What follows belongs to an exercise in optimizing a design on an open flow for small area, a short achievable clock period and few clock cycles; a production flow would make more cautious choices. At most, simulation tests tie the RTL to the original design; equivalence was not proved.

==> 11-24: inputs <==
// sa_accel
module sa_accel (
    input  logic        clk,
    input  logic        rst_n,
    input  logic        start_all,
    input  logic [7:0]  k_param,
    input  logic        out_mode,
    input  logic [7:0]  row_shape,
    input  logic [7:0]  col_shape,
    output logic        done_all,
    output logic        ren_n,
    output logic [12:0] raddr_row,
    input  logic [31:0] rdata_row,
    output logic [12:0] raddr_col,
    input  logic [31:0] rdata_col,
    output logic        wen_n,
    output logic [12:0] waddr,
    output logic [31:0] data_out
);
==> module SA_with_shift_cfg, before the edit <==
module SA_with_shift_cfg (
    input  logic        clk,
    input  logic        rst_n,
    input  logic        start_all,
    input  logic [7:0]  k_param,
    input  logic        out_mode,
    input  logic [7:0]  row_shape,
    input  logic [7:0]  col_shape,
    output logic        done_all,
    output logic        ren_n,
    output logic [12:0] raddr_row,
    input  logic [31:0] rdata_row,
    output logic [12:0] raddr_col,
    input  logic [31:0] rdata_col,
    output logic        wen_n,
    output logic [12:0] waddr,
    output logic [31:0] data_out
);
    logic        busy;
    logic [7:0]  cnt;         
    logic [7:0]  inner;       
    logic [7:0]  outer;       
    logic [12:0] base_a;      
    logic        ren_q;       
    logic        ren_nq;      
    logic        first_q;     
    logic [12:0] ra_row, ra_col;
    logic        mode;
    logic [7:0]  kq, n_outer, n_inner, slot_m1;
    logic go;    
    always_ff @(posedge clk or negedge rst_n) begin
        if (!rst_n) go <= 1'b0;
        else        go <= start_all && !busy && !go;
    end
    always_ff @(posedge clk) begin
        if (!busy && !go) begin
            mode    <= out_mode;
            kq      <= k_param;
            n_outer <= out_mode ? col_shape : row_shape;
            n_inner <= out_mode ? row_shape : col_shape;
            slot_m1 <= (k_param < 8'd4) ? 8'd3 : k_param - 8'd1;
        end
    end
    logic end_blk, inner_last, last_blk, job_last;
    assign end_blk    = busy && (cnt == 8'd0);
    assign inner_last = (inner == 8'd0);
    assign job_last   = end_blk && inner_last && (outer == 8'd0);
    assign last_blk   = end_blk;
    logic [12:0] ra_a, ra_b, na_a, na_b;
    assign ra_a = mode ? ra_col : ra_row;
    assign ra_b = mode ? ra_row : ra_col;
    always_comb begin
        na_a = ra_a;
        na_b = ra_b;
        if (ren_q) begin
            na_a = ra_a + 13'd1;
            na_b = ra_b + 13'd1;
            if (end_blk) begin
                if (inner_last) na_b = 13'd0;
                else            na_a = base_a;
            end
        end
    end
    logic       busy_n;
    logic [7:0] cnt_n;
    always_comb begin
        busy_n = busy;
        cnt_n  = cnt - 8'd1;
        if (!busy) begin
            busy_n = go;
            cnt_n  = slot_m1;
        end else if (cnt == 8'd0) begin
            busy_n = !job_last;
            cnt_n  = slot_m1;
        end
    end
    always_ff @(posedge clk or negedge rst_n) begin
        if (!rst_n) begin
            busy    <= 1'b0;
            ren_q   <= 1'b0;
            first_q <= 1'b0;
        end else begin
            busy    <= busy_n;
            ren_q   <= busy_n && (cnt_n < kq);
            first_q <= busy_n && (cnt_n == kq - 8'd1);
        end
    end
    always_ff @(posedge clk) begin
        cnt     <= cnt_n;
        ren_nq  <= !(busy_n && (cnt_n < kq));
        if (!busy) begin
            inner  <= n_inner - 8'd1;
            outer  <= n_outer - 8'd1;
            base_a <= 13'd0;
            ra_row <= 13'd0;
            ra_col <= 13'd0;
        end else begin
            if (end_blk) begin
                if (inner_last) begin
                    inner  <= n_inner - 8'd1;
                    outer  <= outer - 8'd1;
                    base_a <= ra_a + 13'd1;
                end else begin
                    inner  <= inner - 8'd1;
                end
            end
            ra_row <= mode ? na_b : na_a;
            ra_col <= mode ? na_a : na_b;
        end
    end
    assign ren_n     = ren_nq;
    assign raddr_row = ra_row;
    assign raddr_col = ra_col;
    logic [7:0] p_val, p_first, p_last, p_job;
    always_ff @(posedge clk or negedge rst_n) begin
        if (!rst_n) begin
            p_val   <= '0;
            p_first <= '0;
            p_last  <= '0;
            p_job   <= '0;
        end else begin
            p_val   <= {p_val[6:0],   ren_q};
            p_first <= {p_first[6:0], ren_q && first_q};
            p_last  <= {p_last[6:0],  last_blk};
            p_job   <= {p_job[6:0],   job_last};
        end
    end
    logic [31:0]     a_word, b_word;
    logic [31:0]     a_reg;
    logic [3:1][7:0] b_reg;
    assign a_word = mode ? rdata_col : rdata_row;
    assign b_word = mode ? rdata_row : rdata_col;
    always_ff @(posedge clk) begin
        a_reg <= p_val[0] ? a_word : 32'd0;
        b_reg <= b_word[31:8];
    end
    logic [3:0][31:0] a_col;
    logic [3:0][11:0] bd_col;
    shift_array u_skew (
        .clk(clk), .a_in(a_reg), .b0_in(b_word[7:0]), .b_in(b_reg),
        .a_col(a_col), .bd_col(bd_col));
    logic [3:0][3:0][22:0] psum;
    logic [3:0][3:0][3:0]  cpend;
    systolic_NxN_cfg u_array (
        .clk(clk), .a_col(a_col), .bd_col(bd_col),
        .first(p_first[4:1]), .psum(psum), .cpend(cpend));
    logic [3:0] wr;
    assign wr = p_last[5:2];
    logic [3:0][22:0] sel_acc;
    logic [3:0][3:0]  sel_cp;
    always_comb begin
        for (int x = 0; x < 4; x++) begin
            sel_acc[x] = '0;
            sel_cp[x]  = 4'd0;
            for (int m = 0; m < 4; m++)
                if (wr[m]) begin
                    sel_acc[x] = psum[m][x];
                    sel_cp[x]  = cpend[m][x];
                end
        end
    end
    logic [3:0][7:0] q;
    generate
        for (genvar x = 0; x < 4; x++) begin : g_q
            quantize u_q (.clk(clk), .acc(sel_acc[x]), .cp(sel_cp[x]), .quantized_data(q[x]));
        end
    endgenerate
    logic        wr_d;
    logic [31:0] dout_q;
    logic        wen_nq, done_q;
    logic [12:0] waddr_q;
    always_ff @(posedge clk) begin
        dout_q <= q;
        wen_nq <= !wr_d;
        done_q <= p_job[6];
        if (go)        waddr_q <= 13'h1fff;
        else if (wr_d) waddr_q <= waddr_q + 13'd1;
    end
    always_ff @(posedge clk or negedge rst_n) begin
        if (!rst_n) wr_d <= 1'b0;
        else        wr_d <= |wr;
    end
    assign data_out = dout_q;
    assign wen_n    = wen_nq;
    assign waddr    = waddr_q;
    assign done_all = done_q;
endmodule
export LEC_CHECK = 0
export CAP_MARGIN = 20
export CORE_MARGIN = 2
export CORE_UTILIZATION = 60
export CTS_CLUSTER_DIAMETER = 100
export CTS_CLUSTER_SIZE = 24
export PLACE_DENSITY = 0.72
export SLEW_MARGIN = 20
create_clock -name core_clock -period 11.0 [get_ports {clk}]
standard.sh (not shown) runs the stock make flow with config.mk's settings and CLKGATE_MAP_FILE= SYNTH_SCRIPT=/design/flow/synth_recipe.tcl, a recipe that flattens the netlist after the stock synthesis.
==> flow/flow/run.sh <==
#!/bin/bash
set -euo pipefail
bash standard.sh SETUP_SLACK_MARGIN=${MARGIN:-7.5} SYNTH_ARGS=-noabc \
  "BUFFER_PORTS_ARGS=-buffer_cell sky130_fd_sc_hd__buf_4" finish > standard.log 2>&1
==> inputs of 07-07, as changes to 11-24 <==
==> flow/flow/run.sh (replaced) <==
#!/bin/bash
set -euo pipefail
bash standard.sh SETUP_SLACK_MARGIN=${MARGIN:-7.8} SYNTH_ARGS=-noabc \
  "BUFFER_PORTS_ARGS=-buffer_cell sky130_fd_sc_hd__buf_4" finish > standard.log 2>&1
- CORE_UTILIZATION: 60 -> 40
- PLACE_DENSITY: 0.72 -> unset
==> inputs of 04-12, as changes to 11-24 <==
--- a/flow/design.v
+++ b/flow/design.v
@@ -506,35 +506,40 @@
     always_ff @(posedge clk or negedge rst_n) begin
         if (!rst_n) begin
             busy    <= 1'b0;
+            cnt     <= 8'd0;
+            inner   <= 8'd0;
+            outer   <= 8'd0;
+            base_a  <= 13'd0;
             ren_q   <= 1'b0;
+            ren_nq  <= 1'b1;
             first_q <= 1'b0;
+            ra_row  <= 13'd0;
+            ra_col  <= 13'd0;
         end else begin
             busy    <= busy_n;
+            cnt     <= cnt_n;
             ren_q   <= busy_n && (cnt_n < kq);
+            ren_nq  <= !(busy_n && (cnt_n < kq));
             first_q <= busy_n && (cnt_n == kq - 8'd1);
-        end
-    end
-    always_ff @(posedge clk) begin
-        cnt     <= cnt_n;
-        ren_nq  <= !(busy_n && (cnt_n < kq));
-        if (!busy) begin
-            inner  <= n_inner - 8'd1;
-            outer  <= n_outer - 8'd1;
-            base_a <= 13'd0;
-            ra_row <= 13'd0;
-            ra_col <= 13'd0;
-        end else begin
-            if (end_blk) begin
-                if (inner_last) begin
-                    inner  <= n_inner - 8'd1;
-                    outer  <= outer - 8'd1;
-                    base_a <= ra_a + 13'd1;
-                end else begin
-                    inner  <= inner - 8'd1;
+            if (!busy) begin
+                inner  <= n_inner - 8'd1;
+                outer  <= n_outer - 8'd1;
+                base_a <= 13'd0;
+                ra_row <= 13'd0;
+                ra_col <= 13'd0;
+            end else begin
+                if (end_blk) begin
+                    if (inner_last) begin
+                        inner  <= n_inner - 8'd1;
+                        outer  <= outer - 8'd1;
+                        base_a <= ra_a + 13'd1;
+                    end else begin
+                        inner  <= inner - 8'd1;
+                    end
                 end
+                ra_row <= mode ? na_b : na_a;
+                ra_col <= mode ? na_a : na_b;
             end
-            ra_row <= mode ? na_b : na_a;
-            ra_col <= mode ? na_a : na_b;
         end
     end
     assign ren_n     = ren_nq;
@@ -600,14 +605,20 @@
     logic [12:0] waddr_q;
     always_ff @(posedge clk) begin
         dout_q <= q;
-        wen_nq <= !wr_d;
-        done_q <= p_job[6];
-        if (go)        waddr_q <= 13'h1fff;
-        else if (wr_d) waddr_q <= waddr_q + 13'd1;
     end
     always_ff @(posedge clk or negedge rst_n) begin
-        if (!rst_n) wr_d <= 1'b0;
-        else        wr_d <= |wr;
+        if (!rst_n) begin
+            wr_d    <= 1'b0;
+            wen_nq  <= 1'b1;
+            done_q  <= 1'b0;
+            waddr_q <= 13'h1fff;
+        end else begin
+            wr_d   <= |wr;
+            wen_nq <= !wr_d;
+            done_q <= p_job[6];
+            if (go)        waddr_q <= 13'h1fff;
+            else if (wr_d) waddr_q <= waddr_q + 13'd1;
+        end
     end
     assign data_out = dout_q;
     assign wen_n    = wen_nq;
==> flow/flow/run.sh (replaced) <==
#!/bin/bash
set -euo pipefail
bash standard.sh SETUP_SLACK_MARGIN=7 "BUFFER_PORTS_ARGS=-buffer_cell sky130_fd_sc_hd__buf_4" finish > standard.log 2>&1
- CORE_UTILIZATION: 60 -> 40
- CTS_CLUSTER_DIAMETER: 100 -> unset
- CTS_CLUSTER_SIZE: 24 -> unset
- PLACE_DENSITY: 0.72 -> unset
==> inputs of 04-18, as changes to 11-24 <==
- CORE_UTILIZATION: 60 -> 40
- PLACE_DENSITY: 0.72 -> unset
==> qor summary <==
item	11-24	07-07	04-18	04-12
Final Core Density	66.8%	48.1%	45.5%	44.2%
Global-route track usage on met1	43.1%	32.3%	30.9%	29.6%
Endpoint with the worst hold slack	u_SA.u_skew.g_col[3].g_delay.u_b.sr[1][6]$_DFF_P_	u_SA.u_skew.g_col[3].g_delay.u_b.sr[1][0]$_DFF_P_	u_SA.u_skew.g_col[2].g_delay.u_b.sr[0][4]$_DFF_P_	u_SA.u_skew.g_col[3].g_delay.u_b.sr[0][4]$_DFF_P_
Worst slack, placed	6.53 ns	6.41 ns	6.88 ns	6.86 ns
Detailed-route wire length on metal 1	77.4 mm	91.5 mm	87.7 mm	85.9 mm
Largest fanout of any net on the critical path	16	8	7	21
Final-layout clock-cell area share	1.90%	2.00%	2.03%	5.11%
Number of diodes added for antenna fixing	0	1	0	1
Crit path required time	11.55 ns	11.60 ns	11.59 ns	11.71 ns
Floorplan Core Area	111000 um2	167000 um2	167000 um2	172000 um2
Sequential area share after synthesis	28.8%	28.8%	28.8%	28.2%
Cell Count Post-Placement	8069	8786	8783	9565
Crit-path max cell delay	0.57 ns	0.52 ns	0.47 ns	0.61 ns
Synth Instances	6811	6811	6811	7498
Clock latency of the later-clocked register in the worst-skew pair	0.70 ns	0.71 ns	0.71 ns	0.78 ns
Post-synthesis async set-or-reset flop share	2.58%	2.58%	2.58%	11.1%
Number of enable-type register cells in the synthesized netlist	49	49	49	33
Headroom to the max-slew limit	33.4%	34.0%	34.3%	25.2%
Result of the run	finished clean	finished clean	finished clean	finished clean
Initial antenna violation count	0	9	5	5
Multi-input gate share of the layout cell area	60.4%	58.4%	59.4%	58.5%
Nets in the synthesized netlist	8020	8020	8020	8687
Setup repair after global routing missed its margin	true	true	true	false
Testbench counts of 11-24, summed over its fixed seeds: cycles 206,522.
Testbench counts of 07-07, summed over its fixed seeds: cycles 206,522.
Testbench counts of 04-18, summed over its fixed seeds: cycles 206,522.
For 04-12, only the layout was checked, not whether the RTL still works.

afterwards: timing with drivers on the ports:
In the flow no input, the clock included, has a driving cell. The finished layouts below were timed again as built, in two steps. Step 1, drivers: a clkbuf_16 drives clk and a buf_2 each remaining input, both assumed. Step 2, shift: input delay + t, output delay - t, t = (earliest + latest rising clock arrival at the registers) / 2. This alone moves slack from input paths to output paths. Three values: no drivers, after step 1, after step 2; two values: the first two.
run	t, ns	slack for setup (ns)	hold WS [ns]	worst setup path after step 2
11-24	0.746	7.474 / 7.462 / 7.388	0.297 / 0.297 / 0.297	input to register
07-07	0.771	7.514 / 7.514 / 7.413	0.334 / 0.334 / 0.334	input to register
04-12	0.828	7.202 / 7.202 / 7.202	0.325 / 0.325 / 0.325	register to register
04-18	0.760	7.500 / 7.453 / 7.314	0.331 / 0.331 / 0.331	input to register
After both steps setup and hold are still met in every run listed. The setup slack of 04-18, which loses most, moves by -0.047 ns with the drivers and by -0.186 ns with both steps.
